What follows belongs to an exercise in optimizing a design on an open flow for small area and a short achievable clock period; a production flow would make more cautious choices.
The RTL was checked by simulation tests, not by an equivalence proof against the original design.
Power and IR drop assume default switching activity.

== main ==
==> flow/design.v (excerpt) <==
module Controller (CLK, reset, busIn, instrIn, imemAddr, out);
Size in the first run: ~49 flip-flops, ~170 I/O pins.
export LEC_CHECK = 0
export ABC_AREA = 1
export CAP_MARGIN = 20
export CORE_MARGIN = 2
export CORE_UTILIZATION = 45
export CTS_BUF_LIST = sky130_fd_sc_hd__clkbuf_8
export SETUP_SLACK_MARGIN = 2.5
export SLEW_MARGIN = 20
create_clock -name core_clock -period 9.0 [get_ports {CLK}]
standard.sh (not shown) runs the stock make flow with config.mk's settings and CLKGATE_MAP_FILE= SYNTH_SCRIPT=/design/flow/synth_recipe.tcl, a recipe that flattens the netlist after the stock synthesis.
==> flow/flow/run.sh <==
#!/bin/bash
# Own layout flow: the standard ORFS flow with two changes.
#  - Synthesis: ADDER_MAP_FILE is left empty, so Yosys does not extract full/half adder cells
#    before ABC and ABC maps the adders' gates itself (faster, no larger). Everything else in
#    the standard synthesis, and so every register, its name and cell type, is unchanged.
#  - Placement: every port still gets a buffer, but sky130_fd_sc_hd__buf_1 instead of the delay
#    cell buffer_ports picks by default; the resizer upsizes these where timing needs it.
# Each step's full log is under orfs/logs/; make's own output goes to standard_finish.log.
set -euo pipefail
export BUFFER_PORTS_ARGS="-buffer_cell sky130_fd_sc_hd__buf_1"
bash standard.sh ADDER_MAP_FILE= finish > standard_finish.log 2>&1
--- input diff main..the feature branch ---
Settings: a deleted CTS_BUF_LIST that had been sky130_fd_sc_hd__clkbuf_8.
==> flow/flow/run.sh <==
#!/bin/bash
# Own layout flow: the standard ORFS flow (standard.sh) with these changes.
#  - Synthesis: ADDER_MAP_FILE is left empty, so Yosys does not extract full/half adder cells
#    before ABC, and ABC maps the combinational logic with flow/abc.script (an area-oriented
#    mapping) through flow/abc_wrap.tcl, which otherwise runs synth_recipe.tcl unchanged. The
#    registers, their names and cell types are those of the standard synthesis.
#  - Placement: every port still gets a buffer, but sky130_fd_sc_hd__buf_1 instead of the delay
#    cell buffer_ports picks by default; the resizer upsizes these where timing needs it.
# Each step's full log is under orfs/logs/; make's own output goes to standard_finish.log.
set -euo pipefail
here=$(pwd)
export BUFFER_PORTS_ARGS="-buffer_cell sky130_fd_sc_hd__buf_1"
export MY_ABC_SCRIPT="$here/flow/abc.script"
export FLOW_SYNTH_TCL="$here/synth_recipe.tcl"
bash standard.sh ADDER_MAP_FILE= SYNTH_SCRIPT="$here/flow/abc_wrap.tcl" finish > standard_finish.log 2>&1
==> flow/flow/abc.script (new file) <==
&get -n
&st
&dch
&nf -R 1000
&put
topo
stime -c
buffer -c
upsize -c
dnsize -c
==> flow/flow/abc_wrap.tcl (new file) <==
# The standard flow's synthesis (synth_recipe.tcl, unchanged) with one change: the ABC call that maps the
# combinational logic uses flow/abc.script instead of ORFS's abc_area.script. Every other
# argument of that call, and every other step, is as in the standard synthesis.
proc abc {args} {
  set i [lsearch -exact $args -script]
  if {$i >= 0} { lset args [expr {$i + 1}] $::env(MY_ABC_SCRIPT) }
  yosys abc {*}$args
}
source $::env(FLOW_SYNTH_TCL)
## What came out
No stage failed in the feature branch, and the final checks on the layout all came back clean. Setup slack after layout deteriorates in the feature branch relative to main. The feature branch vs main — met3 track demand over resource in global routing dropped 5.1 points. When the feature branch is measured against main, its routed length on met3 turns out 31% lower. Count of clock-buffer cells in the layout was higher in main than in the feature branch. main has lower core utilization than the feature branch. On the feature branch: setup fix buffers added after clock tree synthesis is 56 higher than what main gave. Going from main to the feature branch, number of cells produced by synthesis shrank by more than a quarter.

* * *

Setup of willow:
Starting RTL as in the previous note.
Design Controller, start of the top module:
module Controller (CLK, reset, busIn, instrIn, imemAddr, out);
input CLK;
input reset;
input [31:0] busIn;
input [15:0] instrIn;
output [15:0] imemAddr;
output [106:0] out;
reg [15:0] pc;
reg [31:0] acc;
reg mode;
wire [7:0] op  = instrIn[15:8];
wire [7:0] imm = instrIn[7:0];
wire lo_ok  = (op[7:4] == 4'h0);       
wire hi_ok  = (op[7:4] == 4'h1);       
wire [3:0] o = op[3:0];
wire o_br   = hi_ok & (o == 4'h0);
wire o_brz  = hi_ok & (o == 4'h1);
wire o_brnz = hi_ok & (o == 4'h2);
wire o_exit = hi_ok & (o == 4'h3);
wire o_st   = lo_ok & (o == 4'h9);
wire busform = lo_ok & ((o == 4'h1) | (o == 4'h3) | (o == 4'h7) | (o == 4'ha) | (o == 4'hc) | (o == 4'he));
wire m0 = ~mode;
wire [31:0] b = mode ? busIn : {24'b0, imm};
wire sub = mode ? (op[1] & op[0]) : (op[2] & ~op[0]);
wire [31:0] bx = b ^ {32{sub}};
wire [31:0] p0 = acc ^ bx;
wire [31:0] g0 = acc & bx;
wire [31:0] sum;
add32 u_add (.a(acc), .b(bx), .cin(sub), .s(sum));
function [31:0] rev32(input [31:0] x);
  integer k;
  for (k = 0; k < 32; k = k + 1) rev32[k] = x[31-k];
endfunction
wire dir_l = op[0];                  
wire [31:0] sh_in = dir_l ? acc : rev32(acc);
wire [31:0] x4 = sh_in << imm[3:0];
wire n4 = imm[4];
reg f_add, f_shl, f_shr, f_ld, f_g, f_p, f_keep;
always @* begin
  {f_add, f_shl, f_shr, f_ld, f_g, f_p, f_keep} = 7'b0;
  if (mode)
    case (o)
      4'h1, 4'h3: f_add = 1'b1;
      4'h7: f_ld = 1'b1;
      4'ha: f_g = 1'b1;
      4'hc: begin f_g = 1'b1; f_p = 1'b1; end
      4'he: f_p = 1'b1;
      default: f_keep = 1'b1;
    endcase
  else
    case (o)
      4'h2, 4'h4: f_add = 1'b1;
      4'h5: f_shl = 1'b1;
      4'h6: f_shr = 1'b1;
  ...
==> flow/config.mk <==
export PLATFORM = sky130hd
export DESIGN_NAME = Controller
export DESIGN_NICKNAME = Controller
export VERILOG_FILES = /design/flow/design.v
export SDC_FILE = /design/flow/constraint.sdc
export NUM_CORES = 4
export LEC_CHECK = 0
export ABC_AREA = 1
export CAP_MARGIN = 20
export CORE_MARGIN = 2
export CORE_UTILIZATION = 45
export SETUP_SLACK_MARGIN = 2.5
export SLEW_MARGIN = 20
==> flow/constraint.sdc <==
create_clock -name core_clock -period 9.0 [get_ports {CLK}]
set_input_delay 1.8000 -clock core_clock [delete_from_list [all_inputs] [get_ports {CLK}]]
set_output_delay 1.8000 -clock core_clock [all_outputs]
set_load 0.01 [all_outputs]
==> flow/flow/run.sh <==
#!/bin/bash
# Own layout flow: the standard ORFS flow with two changes.
#  - Synthesis: ADDER_MAP_FILE is left empty, so Yosys does not extract full/half adder cells
#    before ABC and ABC maps the adders' gates itself (faster, no larger). Everything else in
#    the standard synthesis, and so every register, its name and cell type, is unchanged.
#  - Placement: every port still gets a buffer, but sky130_fd_sc_hd__buf_1 instead of the delay
#    cell buffer_ports picks by default; the resizer upsizes these where timing needs it.
# Each step's full log is under orfs/logs/; make's own output goes to standard_finish.log.
set -euo pipefail
export BUFFER_PORTS_ARGS="-buffer_cell sky130_fd_sc_hd__buf_1"
bash standard.sh ADDER_MAP_FILE= finish > standard_finish.log 2>&1
[inputs] cedar vs willow
==> flow/flow/run.sh <==
#!/bin/bash
# Own layout flow: the standard ORFS flow (standard.sh) with these changes.
#  - Synthesis: ADDER_MAP_FILE is left empty, so Yosys does not extract full/half adder cells
#    before ABC, and ABC maps the combinational logic with flow/abc.script (an area-oriented
#    mapping) through flow/abc_wrap.tcl, which otherwise runs synth_recipe.tcl unchanged. The
#    registers, their names and cell types are those of the standard synthesis.
#  - Placement: every port still gets a buffer, but sky130_fd_sc_hd__buf_1 instead of the delay
#    cell buffer_ports picks by default; the resizer upsizes these where timing needs it.
# Each step's full log is under orfs/logs/; make's own output goes to standard_finish.log.
set -euo pipefail
here=$(pwd)
export BUFFER_PORTS_ARGS="-buffer_cell sky130_fd_sc_hd__buf_1"
export MY_ABC_SCRIPT="$here/flow/abc.script"
export FLOW_SYNTH_TCL="$here/synth_recipe.tcl"
bash standard.sh ADDER_MAP_FILE= SYNTH_SCRIPT="$here/flow/abc_wrap.tcl" finish > standard_finish.log 2>&1
==> flow/flow/abc.script (new file) <==
strash
dch
amap
topo
stime -c
buffer -c
upsize -c
dnsize -c
==> flow/flow/abc_wrap.tcl (new file) <==
# The standard flow's synthesis (synth_recipe.tcl, unchanged) with one change: the ABC call that maps the
# combinational logic uses flow/abc.script instead of ORFS's abc_area.script. Every other
# argument of that call, and every other step, is as in the standard synthesis.
proc abc {args} {
  set i [lsearch -exact $args -script]
  if {$i >= 0} { lset args [expr {$i + 1}] $::env(MY_ABC_SCRIPT) }
  yosys abc {*}$args
}
source $::env(FLOW_SYNTH_TCL)
[summary]
Against willow, cedar comes in 19 points higher on share of the clock period used by the worst path.
The higher total number of vias of cedar and willow is in willow.
As far as clock latency reported for the late side of the worst-skew pair is concerned, cedar and willow perform about the same.
[cedar] setup slack of the critical path after layout fell 1.69 ns relative to willow
Going from willow to cedar, die outline area went down 2500 um^2; non-clock buffer area fraction after layout went up 9.8 points.
Number of placement rows in cedar is 8.3% below willow.
Area growth from synthesis to final layout, cedar and willow, higher one = cedar.
Number of clock-tree buffers in the layout: cedar and willow compared, higher one is willow
Of the two candidates, willow has the better total power and cedar the worse one.
Diff willow -> cedar | global placement routability congestion | down by more than 10%

separate check: timing with driven ports:
In the flow no input, the clock included, has a driving cell. The finished layouts below were timed again as built, in two steps. Step 1 sets driving cells, clkbuf_16 on the clock port and buf_2 on the other inputs (assumed; they add their load-dependent delay and slew). Step 2 moves the port delays by t, midway between the first and last clock arrival at a register: inputs arrive t later, outputs are due t later. That takes back most of the time a late clock gives input paths. Three values: ideal, step 1, step 2; two values: the first two.
| run | t, ns | setup WS [ns] | clock arrival spread, ns | worst slew at a driven data input, ns | cell pins on the clock port's net |
|---|---|---|---|---|---|
| main | 0.379 | 2.491 / 2.443 / 2.443 | 0.009 / 0.010 | 0.06 | 1 |
| the feature branch | 0.351 | 1.668 / 1.605 / 1.605 | 0.015 / 0.015 | 0.06 | 1 |
| willow | 0.355 | 2.535 / 2.486 / 2.486 | 0.010 / 0.010 | 0.06 | 1 |
| cedar | 0.354 | 0.849 / 0.810 / 0.810 | 0.018 / 0.017 | 0.06 | 1 |
After both steps setup and hold are still met in every run listed. For the feature branch, which loses most, drivers alone change the setup slack by -0.063 ns; drivers and shift together by -0.063 ns.
